Background: an optimization exercise with open tools, aiming at small area. Do not read the settings as production practice. Only simulation tests tie the RTL to the original design; equivalence was not proved. Power and IR drop assume default switching activity.

`flow/flow/run.sh`:
```
#!/bin/bash
# Standard layout with three changes:
#  - the port buffers use the smallest buffer (sky130_fd_sc_hd__buf_1)
#    instead of the one buffer_ports picks by default;
#  - clock tree synthesis does not add dummy loads;
#  - Yosys's synth runs without its generic abc pass (-noabc), so the
#    full-adder extraction sees the adders as the RTL writes them.
# Each tool's output goes to the ORFS logs under orfs/logs, and the whole
# make output to standard.log.
set -euo pipefail
export BUFFER_PORTS_ARGS="-buffer_cell sky130_fd_sc_hd__buf_1"
export CTS_ARGS="-sink_clustering_enable -repair_clock_nets -dont_use_dummy_load -buf_list sky130_fd_sc_hd__clkbuf_8 -sink_clustering_size 30"
export SYNTH_ARGS="-noabc"
bash standard.sh > standard.log 2>&1
```
`flow/standard.sh`:
```
#!/bin/bash
# synth_recipe.tcl (not shown) runs the flow's synth.tcl, then flattens the netlist and writes it again
# the make line also repeats each setting of config.mk as NAME=value (left out here)
make -C /OpenROAD-flow-scripts/flow DESIGN_CONFIG=/design/flow/config.mk WORK_HOME=/design/flow/orfs CLKGATE_MAP_FILE= SYNTH_SCRIPT=/design/flow/synth_recipe.tcl "${@:-finish}"
```
`flow/config.mk`:
```
export PLATFORM = sky130hd
export DESIGN_NAME = BCM
export DESIGN_NICKNAME = BCM
export VERILOG_FILES = /design/flow/design.v
export SDC_FILE = /design/flow/constraint.sdc
export NUM_CORES = 4
export LEC_CHECK = 0
export CAP_MARGIN = 20
export CORE_MARGIN = 2
export CORE_UTILIZATION = 60
export CTS_BUF_LIST = sky130_fd_sc_hd__clkbuf_8
export SLEW_MARGIN = 20
```
`flow/constraint.sdc`:
```
create_clock -name core_clock -period 5.0 [get_ports {clk}]
set_input_delay 1.0000 -clock core_clock [delete_from_list [all_inputs] [get_ports {clk}]]
set_output_delay 1.0000 -clock core_clock [all_outputs]
set_load 0.01 [all_outputs]
```
`flow/design.v`:
```
module BCM_rca #(parameter N = 8) (input [N-1:0] a, b, input ci,
                                   output [N-1:0] s, output co);
  wire [N:0] c;
  assign c[0] = ci;
  genvar i;
  generate for (i = 0; i < N; i = i + 1) begin : bit_
    assign s[i]   = a[i] ^ b[i] ^ c[i];
    assign c[i+1] = (a[i] & b[i]) | (c[i] & (a[i] ^ b[i]));
  end endgenerate
  assign co = c[N];
endmodule
module BCM(input clk, rst, input pre, post,
           output signed [17:0] w, r1, r2, o1);
reg  [6:0]  l1;            
reg  [16:7] h1;            
reg         b1;            
reg         sp1;           
reg  [7:0]  l2;            
reg  [16:8] h2;            
reg         b2;
reg         sp2;
reg  [9:0]  wl;
reg  [17:10] wh;
reg         wc;
reg  [7:0]  q;             
reg  [7:0]  d1;            
reg  [12:0] m;             
reg  [12:0] dw;
reg  [2:0]  h;             
wire [15:7] r1h;
BCM_rca #(9) u_r1h (.a(h1[15:7]), .b(~{4'b0, h1[16:12]}), .ci(~b1), .s(r1h), .co());
wire [16:0] t1 = {sp1, sp1 ? 9'd0 : r1h, l1};
wire [6:0]  l1n;
wire        c1n;
BCM_rca #(7) u_r1l (.a(t1[6:0]), .b(~t1[11:5]), .ci(1'b1), .s(l1n), .co(c1n));
wire [15:8] r2h;
BCM_rca #(8) u_r2h (.a(h2[15:8]), .b(~{3'b0, h2[16:12]}), .ci(~b2), .s(r2h), .co());
wire [16:0] t2 = {sp2, sp2 ? 8'd0 : r2h, l2};
wire [7:0]  l2n;
wire        c2n;
BCM_rca #(8) u_r2l (.a(t2[7:0]), .b(~t2[11:4]), .ci(1'b1), .s(l2n), .co(c2n));
wire [3:0] fa = h1[15:12];
wire [3:0] fb = h2[15:12];
wire [3:0] p1, p2, p3;
wire       pc1, pc2, pc3;
BCM_rca #(4) u_m1 (.a({1'b0, fa[3:1] & {3{fb[0]}}}), .b(fa & {4{fb[1]}}),
                   .ci(1'b0), .s(p1), .co(pc1));
BCM_rca #(4) u_m2 (.a({pc1, p1[3:1]}), .b(fa & {4{fb[2]}}),
                   .ci(1'b0), .s(p2), .co(pc2));
BCM_rca #(4) u_m3 (.a({pc2, p2[3:1]}), .b(fa & {4{fb[3]}}),
                   .ci(1'b0), .s(p3), .co(pc3));
wire [7:0] prod = {pc3, p3, p2[0], p1[0], fa[0] & fb[0]};
wire post_ok = ~(h[0] | h[1] | h[2]);
wire pre_ok  = ~h[0];
wire [7:0]  ga = (post & post_ok) ? d1 : 8'd0;
wire [9:0]  gb = (pre & pre_ok) ? h1[16:7] : 10'd0;    
wire [12:0] mdiff;
assign mdiff[0] = gb[0];
assign mdiff[1] = gb[1] ^ gb[0];
assign mdiff[2] = gb[2] ^ (gb[1] | gb[0]);
assign mdiff[3] = gb[3] ^ (gb[2] | gb[1] | gb[0]);
wire        mbor = |gb[3:0];
wire [12:4] nmh;
BCM_rca #(9) u_ms (.a(~{1'b0, ga}), .b({3'b0, gb[9:4]}), .ci(mbor),
                   .s(nmh), .co());
assign mdiff[12:4] = ~nmh;
wire [9:0]  wln;
wire        wcn;
wire [17:10] whn, wout;
BCM_rca #(10) u_wl (.a(wl), .b(dw[9:0]), .ci(1'b0), .s(wln), .co(wcn));
BCM_rca #(8)  u_wh (.a(wh), .b({{5{dw[12]}}, dw[12:10]}), .ci(wc), .s(whn), .co());
BCM_rca #(8)  u_wo (.a(wh), .b(8'd0), .ci(wc), .s(wout), .co());
wire wclr = rst | h[0] | h[1];
always @(posedge clk) begin
  h   <= {h[1:0], rst};
  sp1 <= rst | post;
  sp2 <= rst | pre;
  l1  <= (rst | post) ? 7'd0 : l1n;
  l2  <= (rst | pre)  ? 8'd0 : l2n;
  h1  <= t1[16:7];
  h2  <= t2[16:8];
  b1  <= ~c1n;
  b2  <= ~c2n;
  q   <= prod;
  d1  <= q;
  m   <= mdiff;
  dw  <= m;
  if (wclr) begin
    wl <= 10'd0;
    wh <= 8'd0;
    wc <= 1'b0;
  end else begin
    wl <= wln;
    wh <= whn;
    wc <= wcn;
  end
end
assign w  = {wout, wl};
assign r1 = {1'b0, t1};
assign o1 = {1'b0, t1};
assign r2 = {1'b0, t2};
endmodule
```
==> run summary, run 1 <==
run status no timing/DRC/antenna violations; post-CTS setup buffers 0; synthesis-stage register bit count 102; routed via count 2205; DP HPWL 4.787 mm; worst voltage drop across the vdd grid 313.2 µV; worst clock skew on the final layout 23.16 ps; floorplan core area 6832 µm²; # DRC 0; Cells after DPL 483; CTS H-tree depth 3; clock tree from TritonCTS yes; Post-synth EDFFs 0; utilization after layout 67.31%; number of nets in the final layout 477; Finish-stage setup viols 0; clock root buffer sky130_fd_sc_hd__clkbuf_8; hold slack final 322.9 ps; post-cts repair resize count 0; Slew Viols, Final 0; Worst R2R Setup Slack 620 ps; initial core utilization 62.44%; Antenna Diode Count 0; Power, Total 2405 µW; number of antenna violations at the first check in global routing 0; share of power burned in registers 48.7%; Clk network pwr share 16.4%; area of the die 7800 µm²; worst hold path stage count 0; wire length of the first global-routing pass 9.894 mm; critical setup path kind register to output port; Top Ports 76; YS warnings 1; class of the most critical hold timing path register to register; post-layout min period 4785 ps; switching power summed over all nets 839.2 µW; ratio of cells with drive above 1 in the final layout 3.788%; number of buffers inserted during clock tree synthesis 9; layout overhead on the synthesized area 7.803%; Tightest Pin Transition 547.0 ps; post-synthesis cell type count 26; aggregate routed wire length 5.928 mm; Worst Reg2Reg Path Length in Cells 11; number of vias per cell 4.482; per-cell routed wire length 12.05 µm; area of the mapped netlist 4265 µm²; hold endpoint dw[8]; part of the cycle the worst path needs 95.70%; Main synth FF type sky130_fd_sc_hd__dfxtp_1; Critical Path AT 3780 ps; Power per Cell Area 523.0 nW/µm²; Pre-antenna DRT Iters 4; largest area contributor in the synthesized netlist sky130_fd_sc_hd__dfxtp_1; Hold Crit Start m[8]; share of flip-flops with an asynchronous set or reset after synthesis 0%; Die Span X 88.32 µm; sort of element at the start of the critical path register; clk sinks 102; aggregate global routing overflow 0; critical-path maximum fanout 5; Total GRT Usage 16.90%; DRT iter0 DRCs 51; top post-synthesis cells by area sky130_fd_sc_hd__dfxtp_1 (48%), sky130_fd_sc_hd__fa_1 (25%), sky130_fd_sc_hd__ha_1 (6.5%), sky130_fd_sc_hd__and2_1 (4.7%), sky130_fd_sc_hd__buf_4 (3.9%); count of placed standard cells in the final layout, fillers left out 492; Internal Dissipation 1565 µW; most used standard cells in the synthesized netlist sky130_fd_sc_hd__dfxtp_1 (102), sky130_fd_sc_hd__fa_1 (53), sky130_fd_sc_hd__nor2_1 (41); routability-driven placement congestion ratio 0.8067; headroom to the max-slew limit 63.42%; post-synthesis cell count 340; sequential element share of the synthesized area 47.87%; hold-fix buffers at CTS 0; per-instance average area after synthesis 12.55 µm²; Fin Setup TNS 0 ps; most used standard cell by instance count after synthesis sky130_fd_sc_hd__dfxtp_1; number of nets with antenna violations after routing 0; number of global-route vias before repair 2180; Logic pwr share 34.9%; endpoint type of the worst setup path output port; R2R Path Start wl[0]; Critical Path Start h1[7]; clock latency (worst-skew pair) 340 ps; maximum clock rate 0.2090 GHz; count of endpoints failing hold in the final timing report 0; proportion of total power due to net switching 34.90%; Crit Reg-Reg Endpoint wl[9]; fraction of synthesized cell area taken by the top area cell type 47.87%; pin count of the biggest net entering global routing 20; RSZ-0062 raised after global routing false; number of buffers between clock root and the deepest sink 2; static leakage 0.001983 µW; # port buffers 72; max capacitance violation total 0; floorplan die height 88.32 µm; required time of the critical path 4000 ps; clock transition at the registers of the reported paths 90 ps; fill cell instance count of the final layout 562; num rows 30
[cell type report]
cell class	count	area, µm²	share of cell area [%]
Sequential cell	102	2042	44.41
Multi-Input combinational cell	179	1911	41.55
Timing Repair Buffer	73	277.8	6.041
Clock buffer	9	123.9	2.694
Inverter	33	123.9	2.694
Tap cell	96	120.1	2.612
[per-layer routing]
layer  part of all wire (%)  vias up  track usage [%]
met1                     48     1052            24.28
met4                    1.2        0            7.025
met2                     47       44            25.91
li1                       -     1104                -
met5                      0        -                0
met3                    3.4        5            2.799
[worst max-delay path by stage]
stage                  end  slack [ps]
global placement     m[11]         440
finish              o1[15]         220
floorplan            m[11]         560
CTS                 o1[15]         170
detailed placement   m[11]         370
global route        r1[15]           3
[cell usage in the layout (no fill, tap or decap)]
cell type                  instances
sky130_fd_sc_hd__fa_1             53
sky130_fd_sc_hd__nor3_1            1
sky130_fd_sc_hd__ha_1             22
sky130_fd_sc_hd__nand3_1           1
sky130_fd_sc_hd__nand2_1           9
sky130_fd_sc_hd__buf_1            72
sky130_fd_sc_hd__nor4b_4           1
sky130_fd_sc_hd__dfxtp_1         102
sky130_fd_sc_hd__clkbuf_8          9
sky130_fd_sc_hd__and3_1            1
sky130_fd_sc_hd__a21boi_1          1
sky130_fd_sc_hd__nor2b_1           2
sky130_fd_sc_hd__nor3_4            1
sky130_fd_sc_hd__xnor2_1           2
sky130_fd_sc_hd__nor2_1           41
sky130_fd_sc_hd__conb_1            3
sky130_fd_sc_hd__o31ai_1           1
sky130_fd_sc_hd__or2_2             3
sky130_fd_sc_hd__nand3b_1          1
sky130_fd_sc_hd__or4_1             1
sky130_fd_sc_hd__buf_4             1
sky130_fd_sc_hd__xnor3_1           1
sky130_fd_sc_hd__and2_1           32
sky130_fd_sc_hd__inv_1            33
sky130_fd_sc_hd__xor2_1            2
[cell families after synthesis]
logic type	after synthesis	synth area share (%)
flip-flops	102	47.87
AND/OR/NAND/NOR	94	11.50
adder cells (fa/ha/maj)	75	31.33
buffers and inverters	61	7.509
XOR/XNOR	5	1.349
AO/OA/AOI/OAI	2	0.3521
other	1	0.08792
[stage by stage]
step	area (µm²)	worst slack [ps]
6_report	4598	215.1
5_1_grt	4598	3.392
4_1_cts	4598	174.3
3_5_place_dp	4474	368.4
3_3_place_gp	4474	439.7
2_1_floorplan	4273	555.7
[registers in the layout, summed over array words and instances, names as in the netlist]
name,cells
dw,13
m,13
h1,10
wl,10
h2,9
d1,8
l2,8
q,8
wh,8
l1,7
h,3
b1,1
b2,1
sp1,1
sp2,1
wc,1
[power groups by stage]
stage / Combinational, µW / Clock (µW) / Sequential [µW]
6_report: 839 / 394 / 1170
5_1_grt: 1010 / 446 / 1200
4_1_cts: 866 / 407 / 1180
3_5_place_dp: 859 / 0 / 1200
3_3_place_gp: 806 / 0 / 1190
2_1_floorplan: 662 / 0 / 1180
[critical path, stage by stage, from the launching register on]
cell and delay [ps]:
sky130_fd_sc_hd__dfxtp_1 400, sky130_fd_sc_hd__inv_1 80, sky130_fd_sc_hd__fa_1 430, sky130_fd_sc_hd__fa_1 380
sky130_fd_sc_hd__fa_1 390, sky130_fd_sc_hd__fa_1 380, sky130_fd_sc_hd__fa_1 370, sky130_fd_sc_hd__ha_1 200
sky130_fd_sc_hd__ha_1 180, sky130_fd_sc_hd__ha_1 190, sky130_fd_sc_hd__xnor2_1 120, sky130_fd_sc_hd__nor2_1 150
sky130_fd_sc_hd__buf_1 170
==> run 2: changes to the inputs <==
--- a/flow/flow/run.sh
+++ b/flow/flow/run.sh
@@ -10,5 +10,5 @@
 set -euo pipefail
 export BUFFER_PORTS_ARGS="-buffer_cell sky130_fd_sc_hd__buf_1"
-export CTS_ARGS="-sink_clustering_enable -repair_clock_nets -dont_use_dummy_load -buf_list sky130_fd_sc_hd__clkbuf_8 -sink_clustering_size 30"
+export CTS_ARGS="-repair_clock_nets -dont_use_dummy_load -buf_list sky130_fd_sc_hd__clkbuf_8"
 export SYNTH_ARGS="-noabc"
 bash standard.sh > standard.log 2>&1
--- a/flow/config.mk
+++ b/flow/config.mk
@@ -8,5 +8,5 @@
 export CAP_MARGIN = 20
 export CORE_MARGIN = 2
-export CORE_UTILIZATION = 60
+export CORE_UTILIZATION = 40
 export CTS_BUF_LIST = sky130_fd_sc_hd__clkbuf_8
 export SLEW_MARGIN = 20
==> run 2 against run 1 <==
Against the previous run: first-iteration DRC count is 33% lower; design area increased by 1.2%; via count increased by 1.9%; critical path type unchanged; critical endpoint is now r1[15]; largest power group unchanged.
==> run summary, run 2 <==
crit path buf inv count 2 (unchanged); share of synthesized cell area in and, or, nand and nor gates 11.50% (unchanged); number of global-route vias before repair 2283 (+4.7%); post-synthesis cell type count 26 (unchanged); post-synthesis cell count 340 (unchanged); cell-by-cell trace of the critical path inv_1, fa_1, fa_2, fa_1, fa_1, fa_1, ha_1, ha_1, ha_1, xnor2_1, nor2_1, buf_2; number of antenna violations at the first check in global routing 0 (unchanged); layout overhead on the synthesized area 9.123%; Clk network pwr share 16.2% (-0.2 points); share of flip-flops with an asynchronous set or reset after synthesis 0% (unchanged); floorplan core area 10320 µm² (+51%); largest area contributor in the synthesized netlist sky130_fd_sc_hd__dfxtp_1; # DRC 0 (unchanged); Critical Path Start h1[7]; clock root buffer sky130_fd_sc_hd__clkbuf_8; most used standard cell by instance count after synthesis sky130_fd_sc_hd__dfxtp_1; top post-synthesis cells by area sky130_fd_sc_hd__dfxtp_1 (48%), sky130_fd_sc_hd__fa_1 (25%), sky130_fd_sc_hd__ha_1 (6.5%), sky130_fd_sc_hd__and2_1 (4.7%), sky130_fd_sc_hd__buf_4 (3.9%); routability-driven placement congestion ratio 0.7965 (-1.3%); Post-Place Setup Slack 389.8 ps (+21.43 ps); ratio of cells with drive above 1 in the final layout 4.798% (+1.0 points); worst voltage drop across the vdd grid 276.4 µV (-12%); Power per Cell Area 515.5 nW/µm² (-1.4%); static leakage 0.001991 µW (+0.37%); Crit path max-delay family adder cells; wire length of the first global-routing pass 10.51 mm (+6.2%); clock transition at the registers of the reported paths 90 ps (about the same); Crit path top cell by count sky130_fd_sc_hd__fa_1; initial core utilization 41.32% (-21 points); multiplexer fraction of the synthesized cell area 0% (unchanged); R2R Path Start wl[0]; Power, Total 2399 µW (-0.22%); stage delay of the slowest cell on the critical path 440 ps (about the same); Main synth FF type sky130_fd_sc_hd__dfxtp_1; area share of fa/ha/maj cells after synthesis 31.33% (unchanged); aggregate routed wire length 5.963 mm (+0.59%); clk sinks 102 (unchanged); fraction of synthesized cell area taken by the top area cell type 47.87% (unchanged); maximum clock rate 0.2111 GHz (+0.99%); sequential element share of the synthesized area 47.87% (unchanged); number of buffers inserted during clock tree synthesis 9 (unchanged); combinational family with the most area after synthesis adder cells; clock latency (worst-skew pair) 350 ps (about the same); switching power summed over all nets 832.6 µW (-0.79%); CTS H-tree depth 3 (unchanged); post-route worst setup slack 262.1 ps (+47.10 ps); leading cell type in the layout, fill and taps excluded sky130_fd_sc_hd__dfxtp_1; area of the die 11510 µm² (+48%); post-layout min period 4738 ps (-47.10 ps); area of the mapped netlist 4265 µm² (unchanged); largest registers ranked by flip-flop count dw (13), m (13); per-instance average area after synthesis 12.55 µm² (unchanged); Fin Setup TNS 0 ps (unchanged); num rows 37 (+23%); Hold Crit Start m[3]; RSZ-0062 raised after global routing false; Internal Dissipation 1567 µW (about the same); # port buffers 72 (unchanged); synthesis-stage register bit count 102 (unchanged); part of the cycle the worst path needs 94.76% (-0.94 points); Logic pwr share 35.1% (+0.2 points); Final Instance Area 4654 µm² (+1.2%); YS warnings 1 (unchanged); Top Ports 76 (unchanged); headroom to the max-slew limit 64.72% (+1.3 points); Slew Viols, Final 0 (unchanged); per-cell routed wire length 11.21 µm (-7.0%); number of vias per cell 4.224 (-5.8%); most frequent cells in the layout sky130_fd_sc_hd__dfxtp_1 (101), sky130_fd_sc_hd__buf_1 (70), sky130_fd_sc_hd__fa_1 (52); required time of the critical path 4000 ps (about the same); number of nets with antenna violations after routing 0 (unchanged); proportion of total power due to net switching 34.70% (-0.20 points); area fraction in compound gates after synthesis 0.3520% (unchanged); count of endpoints failing hold in the final timing report 0 (unchanged); share of power burned in registers 48.7% (about the same); Critical Path AT 3740 ps (-40 ps); number of buffers between clock root and the deepest sink 2 (unchanged); Pre-antenna DRT Iters 4 (unchanged); sort of element at the start of the critical path register; max capacitance violation total 0 (unchanged); number of nets in the final layout 477 (unchanged); DRT iter0 DRCs 34 (-33%); endpoint type of the worst setup path output port; pin count of the biggest net entering global routing 20 (unchanged); class of the most critical hold timing path register to register; Total GRT Usage 11.78% (-5.1 points); Tightest Pin Transition 527.6 ps (-19.43 ps); worst clock skew on the final layout 22.91 ps (-0.2562 ps); clock tree from TritonCTS yes; DP HPWL 4.839 mm (+1.1%); hold-fix buffers at CTS 0 (unchanged); cell area after placement 4524 µm² (+1.1%); Die Span X 107.3 µm (+21%); Antenna Diode Count 0 (unchanged); critical setup path kind register to output port; Finish-stage setup viols 0 (unchanged); critical-path maximum fanout 5 (unchanged); routed via count 2247 (+1.9%); run status no timing/DRC/antenna violations; most used standard cells in the synthesized netlist sky130_fd_sc_hd__dfxtp_1 (102), sky130_fd_sc_hd__fa_1 (53), sky130_fd_sc_hd__nor2_1 (41); xor and xnor area share after synthesis 1.349% (unchanged); aggregate global routing overflow 0 (unchanged); floorplan die height 107.3 µm (+21%); hold slack final 315.0 ps (-7.926 ps); Worst path slowest cell sky130_fd_sc_hd__fa_1; Post-synth EDFFs 0 (unchanged)
## run 2: logic make-up (layout without fill, tap and decap cells)
family	after synthesis	count (layout)
xor gates and xnor gates	5	5
DFF	102	102
buffers and inverters	61	115
and+or+nand+nor	94	94
AOI/OAI and AO/OA	2	2
adders and majority gates	75	75
other	1	3
## run 2: repair_timing
item                       4_1_cts  5_1_grt
gates resized for setup          0        5
buffers inserted                 0        0
setup endpoints to repair        0        2
## run 2: path summary, 6_finish.rpt
check,endpoint,slack [ps],cells after the start
max reg2reg,wl[9],670,11
min reg2reg,dw[3],310,0
max,r1[15],260,12
min,dw[3],310,0
## run 2: final cells by class
type	instances	area, µm²
fill	981	5669
sequential	102	2043
multi-input combinational	179	1913
timing repair buffer	73	280.3
tap	136	170.2
clock buffer	9	123.9
inverter	33	123.9
## run 2: power groups by stage
stage                     sequential (µW)  clock (µW)  combinational, µW
after floorplan                      1180           0                662
after detailed placement             1190           0                860
after global routing                 1200         438               1030
after CTS                            1180         410                864
final                                1170         390                842
after global placement               1190           0                830
## run 2: stage by stage
| stage | std cells | util [%] |
|---|---|---|
| 2_1_floorplan | 342 | - |
| 3_3_place_gp | 523 | 43.82 |
| 3_5_place_dp | 523 | 43.82 |
| 4_1_cts | 532 | 45.02 |
| 5_1_grt | 532 | 45.09 |
| 6_report | 532 | 45.09 |
## run 2: layer usage
layer / vias up / GRT usage [%] / share of wire, %
met2: 52 / 19.30 / 49
met4: 0 / 3.896 / 1.3
met5: - / 0 / 0
li1: 1107 / - / -
met3: 6 / 3.329 / 4.9
met1: 1082 / 15.04 / 45
## run 2: worst reg2reg max path, stage by stage, from the launching register on
cell	delay, ps
sky130_fd_sc_hd__dfxtp_1	320
sky130_fd_sc_hd__ha_1	210
sky130_fd_sc_hd__fa_1	380
sky130_fd_sc_hd__fa_1	390
sky130_fd_sc_hd__fa_1	390
sky130_fd_sc_hd__fa_1	390
sky130_fd_sc_hd__fa_1	390
sky130_fd_sc_hd__fa_1	390
sky130_fd_sc_hd__fa_1	410
sky130_fd_sc_hd__fa_1	400
sky130_fd_sc_hd__fa_1	420
sky130_fd_sc_hd__and2_1	150
==> run 3: changes to the inputs <==
--- a/flow/flow/run.sh
+++ b/flow/flow/run.sh
@@ -10,5 +10,5 @@
 set -euo pipefail
 export BUFFER_PORTS_ARGS="-buffer_cell sky130_fd_sc_hd__buf_1"
-export CTS_ARGS="-repair_clock_nets -dont_use_dummy_load -buf_list sky130_fd_sc_hd__clkbuf_8"
+export CTS_ARGS="-sink_clustering_enable -repair_clock_nets -dont_use_dummy_load -buf_list sky130_fd_sc_hd__clkbuf_8 -sink_clustering_size 60 -sink_clustering_max_diameter 200"
 export SYNTH_ARGS="-noabc"
 bash standard.sh > standard.log 2>&1
==> run 3 against run 2 <==
Against the previous run: still clean on timing, DRC and antenna; critical path depth unchanged; sequential share of layout area unchanged; clock power about the same; clock skew unchanged; count of clock-buffer cells in the layout unchanged; cell count unchanged; routed wire length unchanged; largest power group unchanged.
==> run summary, run 3 <==
top post-synthesis cells by area sky130_fd_sc_hd__dfxtp_1 (48%), sky130_fd_sc_hd__fa_1 (25%), sky130_fd_sc_hd__ha_1 (6.5%), sky130_fd_sc_hd__and2_1 (4.7%), sky130_fd_sc_hd__buf_4 (3.9%); # DRC 0 (unchanged); Top Ports 76 (unchanged); post-synthesis cell count 340 (unchanged); post-synthesis cell type count 26 (unchanged); hold endpoint dw[3]; Die Span X 107.3 µm (unchanged); RSZ-0062 raised after global routing false; per-instance average area after synthesis 12.55 µm² (unchanged); required time of the critical path 4000 ps (about the same); leading cell type in the layout, fill and taps excluded sky130_fd_sc_hd__dfxtp_1; Slew Viols, Final 0 (unchanged); aggregate routed wire length 5.963 mm (unchanged); max capacitance violation total 0 (unchanged); area of the mapped netlist 4265 µm² (unchanged); Fin Setup TNS 0 ps (unchanged); headroom to the max-slew limit 64.72% (unchanged); proportion of total power due to net switching 34.70% (unchanged); hold slack final 315.0 ps (unchanged); endpoint type of the worst setup path output port; Main synth FF type sky130_fd_sc_hd__dfxtp_1; Critical Path AT 3740 ps (about the same); Tightest Pin Transition 527.6 ps (unchanged); number of nets in the final layout 477 (unchanged); number of antenna violations at the first check in global routing 0 (unchanged); sort of element at the start of the critical path register; R2R Path Start wl[0]; YS warnings 1 (unchanged); pin count of the biggest net entering global routing 20 (unchanged); per-cell routed wire length 11.21 µm (unchanged); Crit Reg-Reg Endpoint wl[9]; clock root buffer sky130_fd_sc_hd__clkbuf_8; Power per Cell Area 515.5 nW/µm² (unchanged); wire length of the first global-routing pass 10.51 mm (unchanged); class of the most critical hold timing path register to register; routed via count 2247 (unchanged); number of buffers inserted during clock tree synthesis 9 (unchanged); part of the cycle the worst path needs 94.76% (unchanged); sequential element share of the synthesized area 47.87% (unchanged); critical-path maximum fanout 5 (unchanged); maximum clock rate 0.2111 GHz (unchanged); Antenna Diode Count 0 (unchanged); Worst Reg2Reg Path Length in Cells 11 (unchanged); Pre-antenna DRT Iters 4 (unchanged); most used standard cell by instance count after synthesis sky130_fd_sc_hd__dfxtp_1; synthesis-stage register bit count 102 (unchanged); area of the die 11510 µm² (unchanged); # port buffers 72 (unchanged); Worst R2R Setup Slack 670 ps (about the same); worst hold path stage count 0 (unchanged); post-layout min period 4738 ps (unchanged); run status no timing/DRC/antenna violations; clk sinks 102 (unchanged); number of nets with antenna violations after routing 0 (unchanged); DP HPWL 4.839 mm (unchanged); Finish-stage setup viols 0 (unchanged); floorplan die height 107.3 µm (unchanged); Internal Dissipation 1567 µW (unchanged); most used standard cells in the synthesized netlist sky130_fd_sc_hd__dfxtp_1 (102), sky130_fd_sc_hd__fa_1 (53), sky130_fd_sc_hd__nor2_1 (41); Total GRT Usage 11.78% (unchanged); worst voltage drop across the vdd grid 276.4 µV (unchanged); ratio of cells with drive above 1 in the final layout 4.798% (unchanged); largest area contributor in the synthesized netlist sky130_fd_sc_hd__dfxtp_1; worst clock skew on the final layout 22.91 ps (unchanged); most frequent cells in the layout sky130_fd_sc_hd__dfxtp_1 (101), sky130_fd_sc_hd__buf_1 (70), sky130_fd_sc_hd__fa_1 (52); routability-driven placement congestion ratio 0.7965 (unchanged); floorplan core area 10320 µm² (unchanged); number of buffers between clock root and the deepest sink 2 (unchanged); critical setup path kind register to output port; DRT iter0 DRCs 34 (unchanged); clock tree from TritonCTS yes; count of endpoints failing hold in the final timing report 0 (unchanged); post-CTS setup buffers 0 (unchanged); switching power summed over all nets 832.6 µW (unchanged); aggregate global routing overflow 0 (unchanged); num rows 37 (unchanged); share of flip-flops with an asynchronous set or reset after synthesis 0% (unchanged); layout overhead on the synthesized area 9.123% (unchanged); clock transition at the registers of the reported paths 90 ps (about the same); number of global-route vias before repair 2283 (unchanged); share of power burned in registers 48.7% (about the same); largest registers ranked by flip-flop count dw (13), m (13); Clk network pwr share 16.2% (about the same); Logic pwr share 35.1% (about the same); fraction of synthesized cell area taken by the top area cell type 47.87% (unchanged); CTS H-tree depth 3 (unchanged); Post-synth EDFFs 0 (unchanged); static leakage 0.001991 µW (unchanged); number of vias per cell 4.224 (unchanged); initial core utilization 41.32% (unchanged); clock latency (worst-skew pair) 350 ps (about the same); Hold Crit Start m[3]
## run 3: cell counts in the layout (fill, tap and decap cells not counted)
No cell type changed its count.
## run 3: cell type report
| class | count | area [µm²] |
|---|---|---|
| Timing Repair Buffer | 73 | 280.3 |
| Tap cell | 136 | 170.2 |
| Inverter | 33 | 123.9 |
| Multi-Input combinational cell | 179 | 1913 |
| Clock buffer | 9 | 123.9 |
| Fill cell | 981 | 5669 |
| Sequential cell | 102 | 2043 |
## run 3: worst max-delay path by stage
| stage | startpoint | endpoint | slack (ps) |
|---|---|---|---|
| 6_report | h1[7] | r1[15] | 260 |
| 3_5_place_dp | pre | m[11] | 390 |
| 3_3_place_gp | pre | m[11] | 460 |
| 5_1_grt | h1[7] | r1[15] | 30 |
| 4_1_cts | h1[7] | r1[15] | 130 |
| 2_1_floorplan | pre | m[11] | 560 |
## run 3: worst max-delay path, cell delays in order (launching register included)
cell and delay (ps):
sky130_fd_sc_hd__dfxtp_2 360, sky130_fd_sc_hd__inv_1 60, sky130_fd_sc_hd__fa_1 440, sky130_fd_sc_hd__fa_2 350, sky130_fd_sc_hd__fa_1 390, sky130_fd_sc_hd__fa_1 390
sky130_fd_sc_hd__fa_1 380, sky130_fd_sc_hd__ha_1 200, sky130_fd_sc_hd__ha_1 180, sky130_fd_sc_hd__ha_1 190, sky130_fd_sc_hd__xnor2_1 130, sky130_fd_sc_hd__nor2_1 170
sky130_fd_sc_hd__buf_2 160
## run 3: cells by family (layout without fill, tap and decap cells)
| group | Yosys count | count (layout) | synth area share [%] |
|---|---|---|---|
| compound gates | 2 | 2 | 0.3521 |
| xor+xnor | 5 | 5 | 1.349 |
| fa+ha+maj | 75 | 75 | 31.33 |
| buf+inv | 61 | 115 | 7.509 |
| flops | 102 | 102 | 47.87 |
| other cells | 1 | 3 | 0.08792 |
| simple gates | 94 | 94 | 11.50 |
## run 3: repair_timing
action                                  4_1_cts  5_1_grt
endpoints found under the setup margin        0        2
resized for setup                             0        5
hold buffers                                  0        0
endpoints found under the hold margin         0        0
## run 3: power by group through the flow
stage	clock network (µW)	logic, µW	registers [µW]
after floorplan	0	662	1180
after global placement	0	830	1190
after detailed placement	0	860	1190
after CTS	410	864	1180
after global routing	438	1030	1200
final	390	842	1170
## run 3: routing by layer
layer / wire length, µm / vias up / share of wire, % / GRT usage (%)
li1: - / 1107 / - / -
met1: 2690 / 1082 / 45 / 15.04
met2: 2908 / 52 / 49 / 19.30
met3: 290 / 6 / 4.9 / 3.329
met4: 75 / 0 / 1.3 / 3.896
met5: 0 / - / 0 / 0
## run 3: per-stage QoR
stage	util [%]	total power [µW]	instance area (µm²)	cells	worst slack, ps
after floorplan	-	1839	4273	342	555.7
after global placement	43.82	2020	4524	523	460.8
after detailed placement	43.82	2055	4524	523	389.8
after CTS	45.02	2450	4648	532	125.5
after global routing	45.09	2671	4654	532	29.29
final	45.09	2399	4654	532	262.1

static timing again, ports no longer ideal:
The results above use ideal ports. As a check the final layouts listed here were re-extracted and re-timed, cells and wires unchanged. Step 1 sets driving cells, clkbuf_16 on the clock port and buf_2 on the other inputs (assumed; they add their load-dependent delay and slew). Step 2 moves the port delays by t, midway between the first and last clock arrival at a register: inputs arrive t later, outputs are due t later. That takes back most of the time a late clock gives input paths. Slacks: ideal ports / drivers / drivers and shift; pairs: ideal ports / drivers.
run	t (ns)	slack for setup (ns)	worst setup path at the end	worst data-port slew with drivers (ns)	pins driven straight from the clock port
run 1	0.361	0.215 / 0.186 / 0.370	input to register	0.05	1
run 2	0.366	0.262 / 0.231 / 0.343	input to register	0.05	1
run 3	0.366	0.262 / 0.231 / 0.343	input to register	0.05	1
After both steps setup and hold are still met in every run listed.
